What follows belongs to an exercise in optimizing a design on an open flow for small area; a production flow would make more cautious choices. At most, simulation tests tie the RTL to the original design; equivalence was not proved.

Design Snake, start of the top module:
module Snake (CLK_100MHz,Tick,Reset,Go,dir,gameOver,randX,randY,VBlank,HBlank,
              CurrentX,CurrentY,RED,GREEN,BLUE);
Size in the first run: roughly 4700 cells after synthesis, roughly 0.041 mm2 of cells after synthesis.
Settings: LEC_CHECK=0, CAP_MARGIN=20, CORE_MARGIN=2, CORE_UTILIZATION=40, CTS_BUF_LIST=sky130_fd_sc_hd__clkbuf_4 sky130_fd_sc_hd__clkbuf_8, CTS_CLUSTER_DIAMETER=60, CTS_CLUSTER_SIZE=30, GPL_ROUTABILITY_DRIVEN=0, GPL_TIMING_DRIVEN=1, PLACE_DENSITY=0.72, SETUP_SLACK_MARGIN=0.15, SLEW_MARGIN=20; clock period 10.0 ns.
standard.sh (not shown) runs the stock make flow with config.mk's settings and CLKGATE_MAP_FILE= SYNTH_SCRIPT=/design/flow/synth_recipe.tcl, a recipe that flattens the netlist after the stock synthesis.
==> flow/flow/run.sh <==
#!/bin/bash
# Own flow: the standard layout, with a synthesis that skips Yosys's full/half
# adder extraction (extract_fa) and maps with ABC's default area-recovering
# script.  Registers, their names and cell types are those of the standard
# synthesis (same RTL passes, same flop mapping); only the combinational
# mapping differs.
set -euo pipefail
W=$PWD
sed "s#SYNTH_SCRIPT=[^ ]*#SYNTH_SCRIPT=$W/flow/synth.tcl#" standard.sh > own_synth.sh
bash own_synth.sh synth > synth_make.log 2>&1
bash standard.sh > layout_make.log 2>&1
==> flow/flow/synth.tcl <==
# The standard synthesis script (synth_recipe.tcl) with two changes made by
# overriding commands: extract_fa does nothing, and abc maps with Yosys's
# default ABC script (no ORFS speed script, no delay target).
proc synth {args} { yosys synth -nofsm -noshare {*}$args }
proc extract_fa {args} { puts "own flow: extract_fa skipped" }
proc abc {args} {
  foreach k {-script -D} {
    set i [lsearch -exact $args $k]
    if {$i >= 0} { set args [lreplace $args $i [expr {$i + 1}]] }
  }
  puts "own flow: abc $args"
  yosys abc {*}$args
}
source $::env(SCRIPTS_DIR)/synth.tcl
# left out here: clear keep_hierarchy, flatten, clean up, hide names made inside functions, write 1_2_yosys.v
==> next run, changes <==
- GPL_TIMING_DRIVEN: 1 -> 0
What happened: Count of clock-buffer cells in the layout goes down by 1; routed wire length is lower by a few percent; final cell count falls by a little under a tenth; die area does not change; final area is lower by a few percent.
==> next run, changes <==
- SETUP_SLACK_MARGIN: 0.15 -> 0.1
Effect: Final area went up by about 0.8%. Sequential share of layout area decreases by 0.16 points. Synthesized cell count stays the same. Global-route usage stays flat. Worst setup slack is worse by 37 ps.

========
TR:
Another version of the RTL of Snake (not shown whole).
Size in the first run: ~5300 cells after synthesis, roughly 350 flip-flops, ~65 I/O pins.
==> flow/config.mk <==
export PLATFORM = sky130hd
export DESIGN_NAME = Snake
export DESIGN_NICKNAME = Snake
export VERILOG_FILES = /design/flow/design.v
export SDC_FILE = /design/flow/constraint.sdc
export NUM_CORES = 8
export LEC_CHECK = 0
export CAP_MARGIN = 20
export CORE_MARGIN = 2
export CORE_UTILIZATION = 40
export SLEW_MARGIN = 20
==> flow/constraint.sdc <==
create_clock -name core_clock -period 10.0 [get_ports {CLK_100MHz}]
set_input_delay 2.0000 -clock core_clock [delete_from_list [all_inputs] [get_ports {CLK_100MHz}]]
set_output_delay 2.0000 -clock core_clock [all_outputs]
set_load 0.01 [all_outputs]
==> flow/flow/synth.tcl <==
# The standard synthesis script (synth_recipe.tcl) with two changes made by
# overriding commands: extract_fa does nothing, and abc maps with Yosys's
# default ABC script (no ORFS speed script, no delay target or drive constraints).
proc synth {args} { yosys synth -nofsm -noshare {*}$args }
proc extract_fa {args} { puts "own flow: extract_fa skipped" }
proc abc {args} {
  foreach k {-script -constr -D} {
    set i [lsearch -exact $args $k]
    if {$i >= 0} { set args [lreplace $args $i [expr {$i + 1}]] }
  }
  puts "own flow: abc $args"
  yosys abc {*}$args
}
source $::env(SCRIPTS_DIR)/synth.tcl
# left out here: clear keep_hierarchy, flatten, clean up, hide names made inside functions, write 1_2_yosys.v
Scripts as last shown in full above: flow/flow/run.sh
Every stage of the flow completed for TR, and the final layout passed the timing, DRC and antenna checks.
Inputs modified between TR and JK:
Settings: putting SETUP_SLACK_MARGIN at 0.3 where nothing was set; putting GPL_TIMING_DRIVEN at 0 where nothing was set.
## What came out
In the reports for JK and TR, the larger clock-buffer cell count belongs to TR.
JK vs. TR: area of the multi-input gates went up; proportion of synthesized flip-flops having asynchronous set or reset did not really move; met2 usage in global routing went down; sequential share of layout area went up.
Arrival time reported for the critical path endpoint: JK and TR compared, higher one is TR
Comparing JK against TR, there is no change at all in number of flip-flops and latches.
TR -> JK: post-synthesis simple-gate area fraction delta 0, exact match
No run of this note included a check of the RTL's function; only the layout flow was run.

========
Setup of lane 1:
Another version of the RTL of Snake (not shown whole).
Size in the first run: about 5,100 cells after synthesis, roughly 350 flip-flops, about 65 I/O pins.
clock: 10.0 ns
lec_check: 0
cap_margin: 20
core_margin: 2
core_utilization: 40
cts_buf_list: sky130_fd_sc_hd__clkbuf_4 sky130_fd_sc_hd__clkbuf_8
cts_cluster_diameter: 60
cts_cluster_size: 30
gpl_timing_driven: 0
setup_slack_margin: 0.15
slew_margin: 20
==> flow/flow/synth.tcl <==
# The standard synthesis script (synth_recipe.tcl) with two changes made by
# overriding commands: extract_fa does nothing, and abc maps with Yosys's
# default ABC script (no ORFS speed script, no delay target).
proc synth {args} { yosys synth -nofsm -noshare {*}$args }
proc extract_fa {args} { puts "own flow: extract_fa skipped" }
proc abc {args} {
  foreach k {-script -D} {
    set i [lsearch -exact $args $k]
    if {$i >= 0} { set args [lreplace $args $i [expr {$i + 1}]] }
  }
  puts "own flow: abc $args"
  yosys abc {*}$args
}
source $::env(SCRIPTS_DIR)/synth.tcl
# left out here: clear keep_hierarchy, flatten, clean up, hide names made inside functions, write 1_2_yosys.v
Scripts as last shown in full above: flow/flow/run.sh
Lane 1: all stages complete, timing, DRC and antenna checks passed
### lane 1 -> lane 2
- removing CTS_CLUSTER_DIAMETER (formerly 60)
- changing CTS_CLUSTER_SIZE from 30 to 20
==> comparison <==
Per the comparison of lane 2 with lane 1, critical path arrival decreased by 0.05 ns relative to the old numbers; final critical-path share of the clock period closely matched the old numbers; worst hold margin dropped 0.0053 ns.
The following lists how lane 3 was set up differently from lane 2:
- an added CTS_CLUSTER_DIAMETER of 60
- a change of CTS_CLUSTER_SIZE from 20 to 40
==> comparison <==
| fmax | lane 2 vs lane 3 | ≈ equal |
Wire length of lane 3 falls short of that of lane 2 slightly.
The final layout from lane 3, which completed every stage, passed the timing, DRC and antenna checks at the end of the flow.
Against lane 2, lane 3 comes in 0.50 points lower on met2 layer usage reported by global route.
diff inputs: lane 3 => lane 4
- CTS_CLUSTER_SIZE now 20, was 40
- CTS_BUF_LIST now sky130_fd_sc_hd__clkbuf_2 sky130_fd_sc_hd__clkbuf_4 sky130_fd_sc_hd__clkbuf_8, was sky130_fd_sc_hd__clkbuf_4 sky130_fd_sc_hd__clkbuf_8
- CTS_CLUSTER_DIAMETER now 50, was 60
## What came out
- Lane 4 ends up with a total clock buffers created by CTS that is 17 higher than in lane 3.
- From lane 3 to lane 4 the numbers moved as follows: final design area excluding fillers went up by 390 um2.
Modified inputs, lane 5 compared to lane 4
- a change of CTS_CLUSTER_DIAMETER from 50 to 80
- a change of CTS_BUF_LIST from sky130_fd_sc_hd__clkbuf_2 sky130_fd_sc_hd__clkbuf_4 sky130_fd_sc_hd__clkbuf_8 to sky130_fd_sc_hd__clkbuf_8 sky130_fd_sc_hd__clkbuf_16
- a change of CTS_CLUSTER_SIZE from 20 to 40
==> comparison <==
Result for lane 4 and lane 5: all clean
Diff lane 5..lane 4 | cell depth of the worst setup path | unchanged
The cell with the largest stage delay on the worst path comes out or4b_4 in one run and xnor2_2 in the other, namely in lane 5 and lane 4 respectively.
The lower endpoint arrival time on the critical path of lane 4 and lane 5 is in lane 5.
From lane 4 to lane 5 the numbers moved as follows: total wire length after detailed routing decreased by about 0.8% relative to the old numbers; portion of the layout cell area used by non-clock buffers increased by 0.24 points relative to the old numbers; total iterations of the first detailed-routing run decreased by 1 relative to the old numbers; post-layout instance area closely matched the old numbers.
Compared with lane 4, lane 5 shows met1 routed wirelength after detailed routing that has gone down slightly.
Diff lane 4 -> lane 5 | area added between synthesis and finish | decrease of 0.28 points
Against lane 4 as the reference, lane 5 delivers a lower clock skew.

========
The RTL this note starts from:
==> flow/design.v <==
module Snake (CLK_100MHz,Tick,Reset,Go,dir,gameOver,randX,randY,VBlank,HBlank,
              CurrentX,CurrentY,RED,GREEN,BLUE);
    input CLK_100MHz, Tick, Reset, VBlank, HBlank, Go;
    input [10:0] randX, randY, CurrentX, CurrentY;
    input [1:0] dir;
    output reg gameOver;
    output [3:0] RED, GREEN, BLUE;
    reg        r_q, g_q, b_q;
    assign RED   = {4{r_q}};
    assign GREEN = {4{g_q}};
    assign BLUE  = {4{b_q}};
    reg  [8:0]   hx, hy;            
    reg  [8:0]   ancx [1:2];        
    reg  [8:0]   ancy [1:2];
    reg  [127:1] sa, sb;            
    reg  [6:0]   nvalid;            
    reg  [4:0]   sz;                
    reg  [10:0]  appleX, appleY;
    reg          pause, zflag;
    reg  [1:0]   ldir;
    wire [10:0] cx = CurrentX, cy = CurrentY;
    wire border = (cx <= 20) || (cx >= 780) || (cy <= 20) || (cy >= 580);
    wire apple  = (cx > appleX) && ({1'b0,cx} < {1'b0,appleX} + 12'd20) &&
                  (cy > appleY) && ({1'b0,cy} < {1'b0,appleY} + 12'd20);
    wire box00  = (cx != 0) && (cx < 20) && (cy != 0) && (cy < 20);
    wire [8:0] cqx = cx[10:2], cqy = cy[10:2];
    wire lox = (cx[1:0] == 2'b00), loy = (cy[1:0] == 2'b00);
    wire [4:0] rokx, roky;
    genvar r;
    generate
        for (r = 0; r < 5; r = r + 1) begin : rk
            assign rokx[r] = (r >= 1 || !lox) && (cqx >= r);
            assign roky[r] = (r >= 1 || !loy) && (cqy >= r);
        end
    endgenerate
    wire [8:0] zsx, zcx_, zsy, zcy_;
    Snake_csa5 mx(.c(cqx), .s(zsx), .k(zcx_));
    Snake_csa5 my(.c(cqy), .s(zsy), .k(zcy_));
    wire [2:0] okx, oky;
    wire [6:0] ex [0:2];
    wire [6:0] ey [0:2];
    genvar m, i;
    generate
        for (m = 0; m < 3; m = m + 1) begin : big
            wire [8:0] axm, aym;
            if (m == 0) begin : h
                assign axm = hx;
                assign aym = hy;
            end else begin : a
                assign axm = ancx[m];
                assign aym = ancy[m];
            end
            Snake_axis ax_(.zs(zsx), .zk(zcx_), .za(axm), .rok(rokx), .ok(okx[m]), .e(ex[m]));
            Snake_axis ay_(.zs(zsy), .zk(zcy_), .za(aym), .rok(roky), .ok(oky[m]), .e(ey[m]));
        end
    endgenerate
    wire [6:0] size = {sz, 2'b11};
    wire [6:0] lim = (size < nvalid) ? size : nvalid;
    wire [4:0] ea [0:7];            
    wire [4:0] eb [0:7];
    wire [5:0] offa [0:7];          
    wire [5:0] offb [0:7];
    wire [7:0] sub_any;             
    wire head;
    generate
        for (m = 0; m < 8; m = m + 1) begin : sub
            localparam BIG = m / 3;
            if (m % 3 == 0) begin : o0
                assign offa[m] = 6'd0;
                assign offb[m] = 6'd0;
            end else begin : o1
                assign offa[m] = offa[m-1] + {ea[m-1][4], ea[m-1]};
                assign offb[m] = offb[m-1] + {eb[m-1][4], eb[m-1]};
            end
            wire [8:0] sA = {2'b00, ex[BIG]} + {2'b00, ey[BIG]} + {offa[m][5], offa[m][5], offa[m], 1'b0} - 9'd78;
            wire [8:0] sB = {2'b00, ey[BIG]} - {2'b00, ex[BIG]} + 9'd15 - {offb[m][5], offb[m][5], offb[m], 1'b0};
            wire rin = (sA[8:5] == 4'd0) && (sB[8:5] == 4'd0);
            wire ok = okx[BIG] && oky[BIG] && rin;
            wire pi = sA[0];
            wire [3:0] ta = sA[4:1];
            wire [3:0] tb = sB[4:1];
            wire [3:0] ca [0:15];
            wire [3:0] cb [0:15];
            assign ca[0] = 4'd8;
            assign cb[0] = 4'd7;
            wire [15:0] mt;             
            assign mt[0] = (ta == 4'd8) && (tb == 4'd7) && ((m == 0) ? 1'b1 : (16*m <= lim));
            for (i = 1; i <= 15; i = i + 1) begin : ent
                if (16*m + i <= 127) begin : e
                    assign ca[i] = ca[i-1] - {3'd0, sa[16*m+i]} + ((i % 2 == 0) ? 4'd1 : 4'd0);
                    assign cb[i] = cb[i-1] + {3'd0, sb[16*m+i]} - ((i % 2 == 0) ? 4'd1 : 4'd0);
                    assign mt[i] = (ca[i] == ta) && (cb[i] == tb) && (16*m + i <= lim);
                end else begin : z
                    assign ca[i] = 4'd0;
                    assign cb[i] = 4'd0;
                end
            end
            if (16*m + 16 <= 127) begin : nx
                assign ea[m] = 5'd7 - {1'b0, ca[15]} + {4'd0, sa[16*m+16]};
                assign eb[m] = {1'b0, cb[15]} - 5'd8 + {4'd0, sb[16*m+16]};
            end else begin : nn
                assign ea[m] = 5'd0;
                assign eb[m] = 5'd0;
            end
            wire even_any = (m == 0) ? (|{mt[14], mt[12], mt[10], mt[8], mt[6], mt[4], mt[2]})
                                     : (|{mt[14], mt[12], mt[10], mt[8], mt[6], mt[4], mt[2], mt[0]});
            wire odd_any  = |{mt[15], mt[13], mt[11], mt[9], mt[7], mt[5], mt[3], mt[1]};
            assign sub_any[m] = ok && (pi ? odd_any : even_any);
            if (m == 0) begin : hd
                assign head = ok && !pi && mt[0];
            end
        end
    endgenerate
    wire snake = (|sub_any) | ((size > nvalid) && box00);
    wire restart = Reset || gameOver;
    wire eat = apple && head;
    wire zload = Reset || (Tick && zflag);
    wire [8:0] nhx = hx + ((ldir == 2'd1) ? 9'd1 : (ldir == 2'd3) ? 9'd511 : 9'd0);
    wire [8:0] nhy = hy + ((ldir == 2'd2) ? 9'd1 : (ldir == 2'd0) ? 9'd511 : 9'd0);
    wire na = (ldir == 2'd1) || (ldir == 2'd2);
    wire nb = (ldir == 2'd1) || (ldir == 2'd0);
    always @(posedge CLK_100MHz) begin
        ldir <= dir;
        if (restart) begin
            pause <= 1'b1;
            zflag <= 1'b1;
        end else begin
            if (Go) pause <= 1'b0;
            if (!pause) zflag <= 1'b0;
        end
        if (eat) begin
            appleX <= randX;
            appleY <= randY;
            if (sz != 5'd31) sz <= sz + 5'd1;
        end else if (restart) begin
            appleX <= 11'd400;
            appleY <= 11'd300;
            sz <= 5'd0;
        end
        gameOver <= !Reset && head && (border || snake);
        if (zload) begin
            hx <= 9'd5;       
            hy <= 9'd25;      
            nvalid <= 7'd0;
        end else if (Tick) begin
            hx <= nhx;
            hy <= nhy;
            if (nvalid != 7'd127) nvalid <= nvalid + 7'd1;
        end
        if (Tick) begin
            sa <= {sa[126:1], na};
            sb <= {sb[126:1], nb};
        end
        if (VBlank || HBlank) begin
            r_q <= 1'b0; g_q <= 1'b0; b_q <= 1'b0;
        end else begin
            r_q <= apple && !snake;
            g_q <= (head || snake) && !border;
            b_q <= border;
        end
    end
    generate
        for (m = 1; m < 3; m = m + 1) begin : anc
            wire a_ = sa[48*m], b_ = sb[48*m];
            wire xs = (a_ == b_);
            wire [8:0] ux = ancx[m] + (xs ? (a_ ? 9'd1 : 9'd511) : 9'd0);
            wire [8:0] uy = ancy[m] + (!xs ? (a_ ? 9'd1 : 9'd511) : 9'd0);
            wire v = (nvalid >= 48*m);
            always @(posedge CLK_100MHz)
                if (Tick) begin
                    ancx[m] <= v ? ux : 9'd5;
                    ancy[m] <= v ? uy : 9'd25;
                end
        end
    endgenerate
endmodule
module Snake_csa5(c, s, k);
    input  [8:0] c;
    output [8:0] s, k;
    wire [8:0] p0 = c, p1 = {c[6:0], 2'b0}, p2 = {c[5:0], 3'b0},
               p3 = {c[2:0], 6'b0}, p4 = {c[1:0], 7'b0};
    wire [8:0] s1 = p0 ^ p1 ^ p2;
    wire [8:0] k1 = {((p0 & p1) | (p0 & p2) | (p1 & p2)), 1'b0};
    wire [8:0] s2 = s1 ^ p3 ^ p4;
    wire [8:0] k2 = {((s1 & p3) | (s1 & p4) | (p3 & p4)), 1'b0};
    assign s = s2 ^ k1 ^ k2;
    assign k = {((s2 & k1) | (s2 & k2) | (k1 & k2)), 1'b0};
endmodule
module Snake_axis(zs, zk, za, rok, ok, e);
    input  [8:0] zs, zk, za;
    input  [4:0] rok;
    output ok;
    output [6:0] e;
    wire [8:0] d = zs + zk - za;
    wire s0 = rok[0] && ((d + 9'd47) < 9'd96);
    wire s1 = rok[1] && ((d + 9'd354) < 9'd96);
    wire s2 = rok[2] && ((d + 9'd149) < 9'd96);
    wire s3 = rok[3] && ((d + 9'd456) < 9'd96);
    wire s4 = rok[4] && ((d + 9'd251) < 9'd96);
    assign ok = s0 | s1 | s2 | s3 | s4;
    wire [6:0] k = ({7{s0}} & 7'd47) | ({7{s1}} & 7'd98) | ({7{s2}} & 7'd21) | ({7{s3}} & 7'd72) | ({7{s4}} & 7'd123);
    assign e = d[6:0] + k;
endmodule
clock: 10.0 ns
lec_check: 0
cap_margin: 20
core_margin: 2
core_utilization: 40
cts_buf_list: sky130_fd_sc_hd__clkbuf_4 sky130_fd_sc_hd__clkbuf_8
cts_cluster_size: 20
gpl_timing_driven: 0
setup_slack_margin: 0.15
slew_margin: 20
==> flow/flow/synth.tcl <==
# The standard synthesis script (synth_recipe.tcl) with two changes made by
# overriding commands: extract_fa does nothing, and abc maps with Yosys's
# default ABC script (no ORFS speed script, no delay target or drive constraints).
proc synth {args} { yosys synth -nofsm -noshare {*}$args }
proc extract_fa {args} { puts "own flow: extract_fa skipped" }
proc abc {args} {
  foreach k {-script -constr -D} {
    set i [lsearch -exact $args $k]
    if {$i >= 0} { set args [lreplace $args $i [expr {$i + 1}]] }
  }
  puts "own flow: abc $args"
  yosys abc {*}$args
}
source $::env(SCRIPTS_DIR)/synth.tcl
# left out here: clear keep_hierarchy, flatten, clean up, hide names made inside functions, write 1_2_yosys.v
Scripts as last shown in full above: flow/flow/run.sh
Next try:
==> flow/flow/synth.tcl (replaced) <==
# The standard synthesis script (synth_recipe.tcl) with three changes made
# by overriding commands: synth keeps the hierarchy (the design is flattened
# at the end, as in synth_recipe.tcl; only combinational modules are kept, so
# every register keeps its name), extract_fa does nothing, and abc maps each
# module with Yosys's default ABC script (no ORFS speed script, no delay
# target or drive constraints).
proc synth {args} {
  set i [lsearch -exact $args -flatten]
  if {$i >= 0} { set args [lreplace $args $i $i] }
  yosys synth -nofsm -noshare {*}$args
}
proc extract_fa {args} { puts "own flow: extract_fa skipped" }
proc abc {args} {
  foreach k {-script -constr -D} {
    set i [lsearch -exact $args $k]
    if {$i >= 0} { set args [lreplace $args $i [expr {$i + 1}]] }
  }
  puts "own flow: abc $args"
  yosys abc {*}$args
}
source $::env(SCRIPTS_DIR)/synth.tcl
# left out here: clear keep_hierarchy, flatten, clean up, hide names made inside functions, write 1_2_yosys.v
--- a/flow/config.mk
+++ b/flow/config.mk
@@ -13,3 +13,3 @@
 export GPL_TIMING_DRIVEN = 0
-export SETUP_SLACK_MARGIN = 0.15
+export SETUP_SLACK_MARGIN = 0.3
 export SLEW_MARGIN = 20
What happened: Die area rose by a few percent. Setup slack improved by 14 ps. Flip-flop and latch count stays the same. Final area rises by a few percent. Via count rose by a few percent.
Function was not checked in any run of this note: the RTL went through the layout flow alone.

==> afterwards: timing with drivers on the ports <==
No port has a modelled driver above. Below, the same layouts with a new extraction and two added sets of constraints. Step 1, drivers: a clkbuf_16 drives CLK_100MHz and a buf_2 each remaining input, both assumed. Step 2 times the ports against the registers' clock, not the clock port: input delays grow and output delays shrink by t, the midpoint of the rising clock arrivals with the driver on. a / b / c = no drivers / after step 1 / after step 2; a / b = the first two.
| run | t (ns) | setup slack, ns | clock arrival spread, ns | worst slew at a driven data input, ns | cell pins on the clock port's net |
|---|---|---|---|---|---|
| the first run of note 1 | 0.765 | 0.278 / 0.322 / -0.443 | 0.041 / 0.040 | 0.05 | 1 |
| the second run of note 1 | 0.784 | 0.209 / 0.222 / -0.562 | 0.079 / 0.078 | 0.07 | 1 |
| the third run of note 1 | 0.732 | 0.172 / 0.207 / -0.524 | 0.059 / 0.059 | 0.07 | 1 |
| TR | 0.730 | 0.210 / 0.257 / -0.472 | 0.033 / 0.033 | 0.05 | 1 |
| JK | 0.708 | 0.447 / 0.358 / -0.350 | 0.021 / 0.021 | 0.18 | 1 |
| lane 1 | 0.829 | 0.268 / 0.307 / -0.521 | 0.068 / 0.069 | 0.06 | 1 |
| lane 2 | 0.810 | 0.277 / 0.316 / -0.494 | 0.082 / 0.082 | 0.06 | 1 |
| lane 3 | 0.829 | 0.268 / 0.307 / -0.521 | 0.068 / 0.069 | 0.06 | 1 |
| lane 4 | 0.789 | 0.231 / 0.271 / -0.518 | 0.064 / 0.064 | 0.06 | 1 |
| lane 5 | 0.741 | 0.267 / 0.320 / -0.421 | 0.048 / 0.048 | 0.05 | 1 |
| the first run of note 4 | 0.800 | 0.224 / 0.228 / -0.573 | 0.049 / 0.049 | 0.08 | 1 |
| the second run of note 4 | 0.818 | 0.238 / 0.161 / -0.657 | 0.066 / 0.066 | 0.16 | 1 |
Met with ideal ports but missed after step 2: setup timing in every run listed. For the second run of note 4, which loses most, drivers alone change the setup slack by -0.077 ns; drivers and shift together by -0.895 ns.
